Context: an optimization exercise on an open-source flow, tuned for small area and a short achievable clock period. The choices shown serve that exercise and are no tape-out recipe.
Only simulation tests tie the RTL to the original design; equivalence was not proved.
No activity file was given, so power comes from the tool's default toggle rates.

Setup of job 101:
==> flow/design.v (excerpt) <==
module 	rvs192_core
(
	input 					clk,
							rst_n,
	output	logic	[31:0]	imem_addr,
	input 			[31:0]	imem_rdata,
	input 					imem_stall,
	output	logic	[31:0]	dmem_addr,
							dmem_wdata,
	output	logic	[2:0]	dmem_size,
	output	logic			dmem_read,
							dmem_write,
	input 			[31:0]	dmem_rdata,
	input 					dmem_stall
);
	localparam	[1:0]	S_F = 2'd0, S_E1 = 2'd1, S_M = 2'd2, S_E2 = 2'd3;
	logic	[4:0]	cnt;
	logic	[1:0]	st;
	logic	[31:2]	ir;
	logic	[31:0]	pc, A, D;
	logic			ok, cX, cY, eqf, cond, sgn, rd_f, wr_f;
	logic	[4:0]	shamt;
	logic	[2:0]	sz;
	logic	k0, k31, k2;
	always_ff @(posedge clk or negedge rst_n)
	begin
		if(!rst_n)
		begin
			k0 <= 1'b1;
			{k31, k2} <= '0;
		end
		else
		begin
			k0 <= (cnt == 5'd31);
			k31 <= (cnt == 5'd30);
			k2 <= (cnt == 5'd1);
		end
	end
	wire	k7 = (cnt == 5'd7);
	wire	k15 = (cnt == 5'd15);
	wire	ge5 = (cnt >= 5'd5);
	wire	ge8 = cnt[4] || cnt[3];
	wire	ge16 = cnt[4];
	wire	inF = (st == S_F);
	wire	inE1 = (st == S_E1);
	wire	inM = (st == S_M);
	wire	inE2 = (st == S_E2);
	wire	[4:0]	op = ir[6:2];
	wire	[2:0]	f3 = ir[14:12];
	wire	isLUI = (op == 5'b01101);
	wire	isAUIPC = (op == 5'b00101);
	wire	isJAL = (op == 5'b11011);
	wire	isJALR = (op == 5'b11001);
	wire	isBR = (op == 5'b11000);
	wire	isLD = (op == 5'b00000);
	wire	isST = (op == 5'b01000);
	wire	isOPI = (op == 5'b00100);
	wire	isOP = (op == 5'b01100);
	wire	isALU = isOP || isOPI;
	wire	isSLT = isALU && (f3[2:1] == 2'b01);
	wire	isSLL = isALU && (f3 == 3'b001);
	wire	isCMP = isBR || isSLT;
	wire	imm32 = (ir[31:20] == 12'h020);		 
	logic	[31:0]	imm;
	always_comb begin
		if(isST)
			imm = {{20{ir[31]}}, ir[31:25], ir[11:7]};
		else if(isBR)
			imm = {{20{ir[31]}}, ir[7], ir[30:25], ir[11:8], 1'b0};
  ...
Size: about 1700 cells after synthesis, ~1100 flip-flops, about 0.028 sq mm of cells after synthesis.
export LEC_CHECK = 0
export CAP_MARGIN = 20
export CORE_MARGIN = 2
export CORE_UTILIZATION = 85
export CTS_CLUSTER_DIAMETER = 60
export CTS_CLUSTER_SIZE = 25
export PLACE_DENSITY = 0.9
export SLEW_MARGIN = 20
create_clock -name core_clock -period 12.0 [get_ports {clk}]
standard.sh (not shown) runs the stock make flow with config.mk's settings and CLKGATE_MAP_FILE= SYNTH_SCRIPT=/design/flow/synth_recipe.tcl, a recipe that flattens the netlist after the stock synthesis.
==> flow/flow/run.sh <==
#!/bin/bash
# Standard layout (the standard.sh: standard synthesis, floorplan, power grid,
# placement, CTS, routing) with two changes:
#  - port buffers are buf_2 cells instead of the default delay buffer;
#  - timing repair aims for setup slack of SETUP_MARGIN ns at the design's
#    clock period, so the repair steps work on the paths that set the achieved
#    period (the constraints themselves are unchanged).
set -euo pipefail
SETUP_MARGIN=${SETUP_MARGIN:-8.45}
bash standard.sh "SETUP_SLACK_MARGIN=${SETUP_MARGIN}" \
  "BUFFER_PORTS_ARGS=-buffer_cell sky130_fd_sc_hd__buf_1" \
  finish > make_finish.log 2>&1
The flow ended early for job 101: it failed with a tool error in detailed placement (3_5_place_dp).
For job 102, these inputs were changed with respect to job 101:
# job 101
export LEC_CHECK = 0
export CAP_MARGIN = 20
export CORE_MARGIN = 2
export CORE_UTILIZATION = 85
export CTS_CLUSTER_DIAMETER = 60
export CTS_CLUSTER_SIZE = 25
export PLACE_DENSITY = 0.9
export SLEW_MARGIN = 20
create_clock -name core_clock -period 12.0 [get_ports {clk}]
# job 102
export LEC_CHECK = 0
export CAP_MARGIN = 20
export CORE_MARGIN = 2
export CORE_UTILIZATION = 70
export CTS_CLUSTER_DIAMETER = 60
export CTS_CLUSTER_SIZE = 25
export PLACE_DENSITY = 0.8
export SLEW_MARGIN = 20
create_clock -name core_clock -period 12.0 [get_ports {clk}]
### Flow results
- Per the final summary, job 102 finished and its layout is clean on timing, DRC and antenna.
- Changes observed in job 102 relative to job 101: synthesized cell count comparable; multiplexer fraction of the synthesized cell area essentially unchanged; final weighted congestion in routability-driven placement went down by 0.052; HPWL after detailed placement shows a reduction of 37%.
- Delta (job 102 minus job 101): count of pins on the block boundary held; count of buffers from port buffering ~0 delta; chip height saw an increase; width of the die has increased; number of placement rows saw an increase.
- Relative to job 101, initial core utilization decreased by 16 points in job 102.
#### Input delta (job 103 over job 102)
# job 102
export LEC_CHECK = 0
export CAP_MARGIN = 20
export CORE_MARGIN = 2
export CORE_UTILIZATION = 70
export CTS_CLUSTER_DIAMETER = 60
export CTS_CLUSTER_SIZE = 25
export PLACE_DENSITY = 0.8
export SLEW_MARGIN = 20
create_clock -name core_clock -period 12.0 [get_ports {clk}]
# job 103
export LEC_CHECK = 0
export ABC_AREA = 1
export CAP_MARGIN = 20
export CORE_MARGIN = 2
export CORE_UTILIZATION = 70
export CTS_CLUSTER_DIAMETER = 60
export CTS_CLUSTER_SIZE = 25
export PLACE_DENSITY = 0.8
export SLEW_MARGIN = 20
create_clock -name core_clock -period 12.0 [get_ports {clk}]
## What came out
- Diff job 103..job 102 | number of slew-limit violations in the final report | unchanged
- Job 102 → job 103: area after synthesis about even; number of inserted diodes fell 2; smallest setup slack after layout fell 0.030 ns; minimum hold slack fell 0.0084 ns.
- For required time of the critical path, job 103 and job 102 come out practically identical.
> inputs changed (job 103 -> job 104)
# job 103
export LEC_CHECK = 0
export ABC_AREA = 1
export CAP_MARGIN = 20
export CORE_MARGIN = 2
export CORE_UTILIZATION = 70
export CTS_CLUSTER_DIAMETER = 60
export CTS_CLUSTER_SIZE = 25
export PLACE_DENSITY = 0.8
export SLEW_MARGIN = 20
create_clock -name core_clock -period 12.0 [get_ports {clk}]
# job 104
export LEC_CHECK = 0
export CAP_MARGIN = 20
export CORE_MARGIN = 2
export CORE_UTILIZATION = 70
export CTS_CLUSTER_DIAMETER = 60
export CTS_CLUSTER_SIZE = 25
export PLACE_DENSITY = 0.8
export SLEW_MARGIN = 20
create_clock -name core_clock -period 12.0 [get_ports {clk}]
==> flow/flow/run.sh <==
#!/bin/bash
# Standard layout (the standard.sh: standard synthesis, floorplan, power grid,
# placement, CTS, routing) with these changes:
#  - port buffers are buf_1 cells instead of the default delay buffer;
#  - timing repair aims for setup slack of SETUP_MARGIN ns at the design's
#    clock period, so the repair steps work on the paths that set the achieved
#    period (the constraints themselves are unchanged);
#  - clock tree: clustered sinks, clkbuf_8 sink buffers, no dummy loads.
set -euo pipefail
SETUP_MARGIN=${SETUP_MARGIN:-8.45}
CTS="-sink_clustering_enable -repair_clock_nets -sink_clustering_size 20 -sink_clustering_max_diameter 50"
CTS="$CTS -dont_use_dummy_load -root_buf sky130_fd_sc_hd__clkbuf_16 -sink_clustering_buffer sky130_fd_sc_hd__clkbuf_8"
CTS="$CTS -buf_list {sky130_fd_sc_hd__clkbuf_8 sky130_fd_sc_hd__clkbuf_16}"
bash standard.sh "SETUP_SLACK_MARGIN=${SETUP_MARGIN}" \
  "BUFFER_PORTS_ARGS=-buffer_cell sky130_fd_sc_hd__buf_1" \
  "CTS_ARGS=${CTS}" "RECOVER_POWER=100" \
  finish > make_finish.log 2>&1
--- outcome ---
In job 104 the implementation completed, yet the final layout does not meet the checks, the culprit being capacitance limit, slew limit.
Job 103 completed every stage of the flow, and the final layout passed the timing, DRC and antenna checks.
Portion of total power attributed to the clock network in job 104 is 4.9 points lower than in job 103
Proportion of cell area occupied by registers for job 104: 2.7 points up relative to job 103
Cmp job 104 vs job 103: total instance count after detailed placement lower in job 104
Comparing job 104 and job 103, the lower clock network contribution to total cell area was measured on job 104.
Re post-synthesis cell count: job 104 and job 103 aren't equal, and the lower value belongs to job 104.
Of the two candidates, job 103 has the better hold slack and job 104 the worse one.
Total power consumption of the routed design in job 104 is 0.43 mW below job 103.
Number of buffers inserted for hold repair after clock tree synthesis came out exactly the same in job 104 and job 103.
Switching power (lower): job 104
The final cell count without fillers of job 104 falls short of that of job 103 by 288.

========
Setup of job 551:
rvs192_core, a different RTL version from the one above (not shown whole).
For scale: roughly 1600 cells after synthesis, roughly 1200 flip-flops, ~170 I/O pins.
clock: 12.0 ns
lec_check: 0
cap_margin: 20
core_margin: 2
core_utilization: 70
place_density: 0.8
slew_margin: 20
==> flow/flow/run.sh <==
#!/bin/bash
# Standard layout (the standard.sh: standard synthesis, floorplan, power grid,
# placement, CTS, routing) with these changes:
#  - port buffers are buf_1 cells instead of the default delay buffer;
#  - timing repair aims for setup slack of SETUP_MARGIN ns at the design's
#    clock period, so the repair steps work on the paths that set the achieved
#    period (the constraints themselves are unchanged);
#  - clock tree: clustered sinks, clkbuf_8 sink buffers, no dummy loads.
set -euo pipefail
SETUP_MARGIN=${SETUP_MARGIN:-8.45}
CTS="-sink_clustering_enable -repair_clock_nets -sink_clustering_size 22 -sink_clustering_max_diameter 55"
CTS="$CTS -dont_use_dummy_load -root_buf sky130_fd_sc_hd__clkbuf_16 -sink_clustering_buffer sky130_fd_sc_hd__clkbuf_8"
CTS="$CTS -buf_list {sky130_fd_sc_hd__clkbuf_8 sky130_fd_sc_hd__clkbuf_16}"
bash standard.sh "SETUP_SLACK_MARGIN=${SETUP_MARGIN}" \
  "BUFFER_PORTS_ARGS=-buffer_cell sky130_fd_sc_hd__buf_1" \
  "CTS_ARGS=${CTS}" \
  finish > make_finish.log 2>&1
Modified inputs, job 6513 compared to job 551
- setting CTS_CLUSTER_DIAMETER to 60 for the first time
- setting CTS_CLUSTER_SIZE to 25 for the first time
diff --git a/flow/flow/run.sh b/flow/flow/run.sh
--- a/flow/flow/run.sh
+++ b/flow/flow/run.sh
@@ -8,10 +8,10 @@
 #  - clock tree: clustered sinks, clkbuf_8 sink buffers, no dummy loads.
 set -euo pipefail
-SETUP_MARGIN=${SETUP_MARGIN:-8.45}
-CTS="-sink_clustering_enable -repair_clock_nets -sink_clustering_size 22 -sink_clustering_max_diameter 55"
+SETUP_MARGIN=${SETUP_MARGIN:-8.6}
+CTS="-sink_clustering_enable -repair_clock_nets -sink_clustering_size 20 -sink_clustering_max_diameter 50"
 CTS="$CTS -dont_use_dummy_load -root_buf sky130_fd_sc_hd__clkbuf_16 -sink_clustering_buffer sky130_fd_sc_hd__clkbuf_8"
 CTS="$CTS -buf_list {sky130_fd_sc_hd__clkbuf_8 sky130_fd_sc_hd__clkbuf_16}"
 bash standard.sh "SETUP_SLACK_MARGIN=${SETUP_MARGIN}" \
   "BUFFER_PORTS_ARGS=-buffer_cell sky130_fd_sc_hd__buf_1" \
-  "CTS_ARGS=${CTS}" \
+  "CTS_ARGS=${CTS}" "SETUP_MOVE_SEQUENCE=sizeup,swap" \
   finish > make_finish.log 2>&1
==> comparison <==
- Going from job 551 to job 6513, power per standard cell area did not really move; net total in the final layout went up; finished layout cell area shows an increase of about 3%.
> inputs changed (job 6513 -> job 2091)
- CORE_UTILIZATION changed from 70 to 75
- PLACE_DENSITY changed from 0.8 to 0.85
diff --git a/flow/flow/run.sh b/flow/flow/run.sh
--- a/flow/flow/run.sh
+++ b/flow/flow/run.sh
@@ -8,5 +8,5 @@
 #  - clock tree: clustered sinks, clkbuf_8 sink buffers, no dummy loads.
 set -euo pipefail
-SETUP_MARGIN=${SETUP_MARGIN:-8.6}
+SETUP_MARGIN=${SETUP_MARGIN:-8.45}
 CTS="-sink_clustering_enable -repair_clock_nets -sink_clustering_size 20 -sink_clustering_max_diameter 50"
 CTS="$CTS -dont_use_dummy_load -root_buf sky130_fd_sc_hd__clkbuf_16 -sink_clustering_buffer sky130_fd_sc_hd__clkbuf_8"
@@ -14,4 +14,4 @@
 bash standard.sh "SETUP_SLACK_MARGIN=${SETUP_MARGIN}" \
   "BUFFER_PORTS_ARGS=-buffer_cell sky130_fd_sc_hd__buf_1" \
-  "CTS_ARGS=${CTS}" "SETUP_MOVE_SEQUENCE=sizeup,swap" \
+  "CTS_ARGS=${CTS}" \
   finish > make_finish.log 2>&1
Results
- ~same multi-input logic area in job 6513 and job 2091
- Per the comparison of job 2091 with job 6513, xor/xnor share of the synthesized area level, number of nets at the end of the flow level, post-detailed-route via-to-cell ratio moved up.
- Across both runs, relative contribution of the clock network to total power was higher for job 2091 than for job 6513.
- The combinational power share in job 2091 sits 0.2 points below the value recorded for job 6513.
- | global-route usage | job 2091 vs job 6513 | 5.4 points higher |
- On minimum setup slack in the final design: between job 6513 and job 2091, it ends up lower for job 6513.
- From job 6513 to job 2091, simple-gate share of the synthesized area did not move at all.
> inputs changed (job 2091 -> job 3231)
- an added ABC_AREA of 1
- a change of PLACE_DENSITY from 0.85 to 0.8
- a deleted CTS_CLUSTER_SIZE that had been 25
- a change of CORE_UTILIZATION from 75 to 70
- a deleted CTS_CLUSTER_DIAMETER that had been 60
Results
Changes observed in job 3231 relative to job 2091: clock insertion delay at the later pin of the skew report picked up an extra 0.02 ns, remaining max-slew budget at the tightest pin picked up an extra 0.97 points, worst reg2reg path depth picked up an extra 5, final area neither gained nor lost much.
Edits applied to the flow inputs when going from job 3231 to job 1287:
- CTS_CLUSTER_SIZE now 25, previously not set
- CTS_CLUSTER_DIAMETER now 60, previously not set
- ABC_AREA no longer set, was 1
diff --git a/flow/flow/run.sh b/flow/flow/run.sh
--- a/flow/flow/run.sh
+++ b/flow/flow/run.sh
@@ -8,5 +8,5 @@
 #  - clock tree: clustered sinks, clkbuf_8 sink buffers, no dummy loads.
 set -euo pipefail
-SETUP_MARGIN=${SETUP_MARGIN:-8.45}
+SETUP_MARGIN=${SETUP_MARGIN:-8.35}
 CTS="-sink_clustering_enable -repair_clock_nets -sink_clustering_size 20 -sink_clustering_max_diameter 50"
 CTS="$CTS -dont_use_dummy_load -root_buf sky130_fd_sc_hd__clkbuf_16 -sink_clustering_buffer sky130_fd_sc_hd__clkbuf_8"
Notes after the runs:
Looking at worst-case reg-to-reg path depth, job 1287 sits 5 below job 3231. The clock buffer and inverter area fraction after layout of job 3231 and that of job 1287 are within noise of each other. Taking job 3231 as the reference point, the area of the multi-input gates of job 1287 rises by 9.5%. Cmp job 1287 vs job 3231: first-pass GRT wire length lower in job 1287. The internal portion of total power of job 1287 is higher than that of job 3231. Sequential share of layout area across job 1287 and job 3231: no real change. Going from job 3231 to job 1287, post-synthesis instance total fell 16%, clock-buffer cell count higher, number of filler cells placed in the layout lost 25, sequential power neither gained nor lost much. Job 1287 vs job 3231, via count went down by 1498.
Edits applied to the flow inputs when going from job 1287 to job 4091:
diff --git a/flow/flow/run.sh b/flow/flow/run.sh
--- a/flow/flow/run.sh
+++ b/flow/flow/run.sh
@@ -8,5 +8,5 @@
 #  - clock tree: clustered sinks, clkbuf_8 sink buffers, no dummy loads.
 set -euo pipefail
-SETUP_MARGIN=${SETUP_MARGIN:-8.35}
+SETUP_MARGIN=${SETUP_MARGIN:-8.52}
 CTS="-sink_clustering_enable -repair_clock_nets -sink_clustering_size 20 -sink_clustering_max_diameter 50"
 CTS="$CTS -dont_use_dummy_load -root_buf sky130_fd_sc_hd__clkbuf_16 -sink_clustering_buffer sky130_fd_sc_hd__clkbuf_8"
@@ -14,4 +14,4 @@
 bash standard.sh "SETUP_SLACK_MARGIN=${SETUP_MARGIN}" \
   "BUFFER_PORTS_ARGS=-buffer_cell sky130_fd_sc_hd__buf_1" \
-  "CTS_ARGS=${CTS}" \
+  "CTS_ARGS=${CTS}" "SETUP_MOVE_SEQUENCE=sizeup,swap" \
   finish > make_finish.log 2>&1
Growth of design area from synthesis to finish on job 4091 is up relative to job 1287.
sky130_fd_sc_hd__dfxtp_4 as the cell with the largest stage delay on the worst path was reported by job 4091, and sky130_fd_sc_hd__dfxtp_1 by job 1287.
Job 4091 has area of all placed cells without fillers above what job 1287 had.
Compared to job 1287, job 4091 has minimum clock period after layout 0.060 ns lower.
When job 4091 is measured against job 1287, its power turns out 0.34% higher.
In job 4091 the register cell area after layout turned out about 0.43% higher than in job 1287.

## what the ideal ports hide
How much do the figures lean on ideal ports? The routed layouts below were timed once more, with nothing changed but the port constraints. Step 1 sets driving cells, clkbuf_16 on the clock port and buf_2 on the other inputs (assumed; they add their load-dependent delay and slew). Step 2 times the ports against the registers' clock, not the clock port: input delays grow and output delays shrink by t, the midpoint of the rising clock arrivals with the driver on. a / b / c = ideal / step 1 / step 2; a / b = the first two.
run	t (ns)	setup WS [ns]	worst register clock-pin slew, ns	pins driven straight from the clock port
job 102	0.673	8.444 / 8.390 / 8.531	0.10 / 0.10	1
job 103	0.699	8.414 / 8.356 / 8.391	0.11 / 0.11	1
job 104	0.602	8.225 / 8.255 / 7.653	0.12 / 0.12	1
job 551	0.622	8.480 / 8.424 / 8.729	0.13 / 0.13	1
job 6513	0.604	8.463 / 8.410 / 8.539	0.12 / 0.12	1
job 2091	0.601	8.483 / 8.429 / 8.659	0.12 / 0.12	1
job 3231	0.622	8.480 / 8.421 / 8.483	0.12 / 0.12	1
job 1287	0.609	8.429 / 8.373 / 8.701	0.11 / 0.11	1
job 4091	0.615	8.490 / 8.434 / 8.663	0.13 / 0.13	1
For job 104, which loses most, drivers alone change the setup slack by +0.030 ns; drivers and shift together by -0.572 ns.
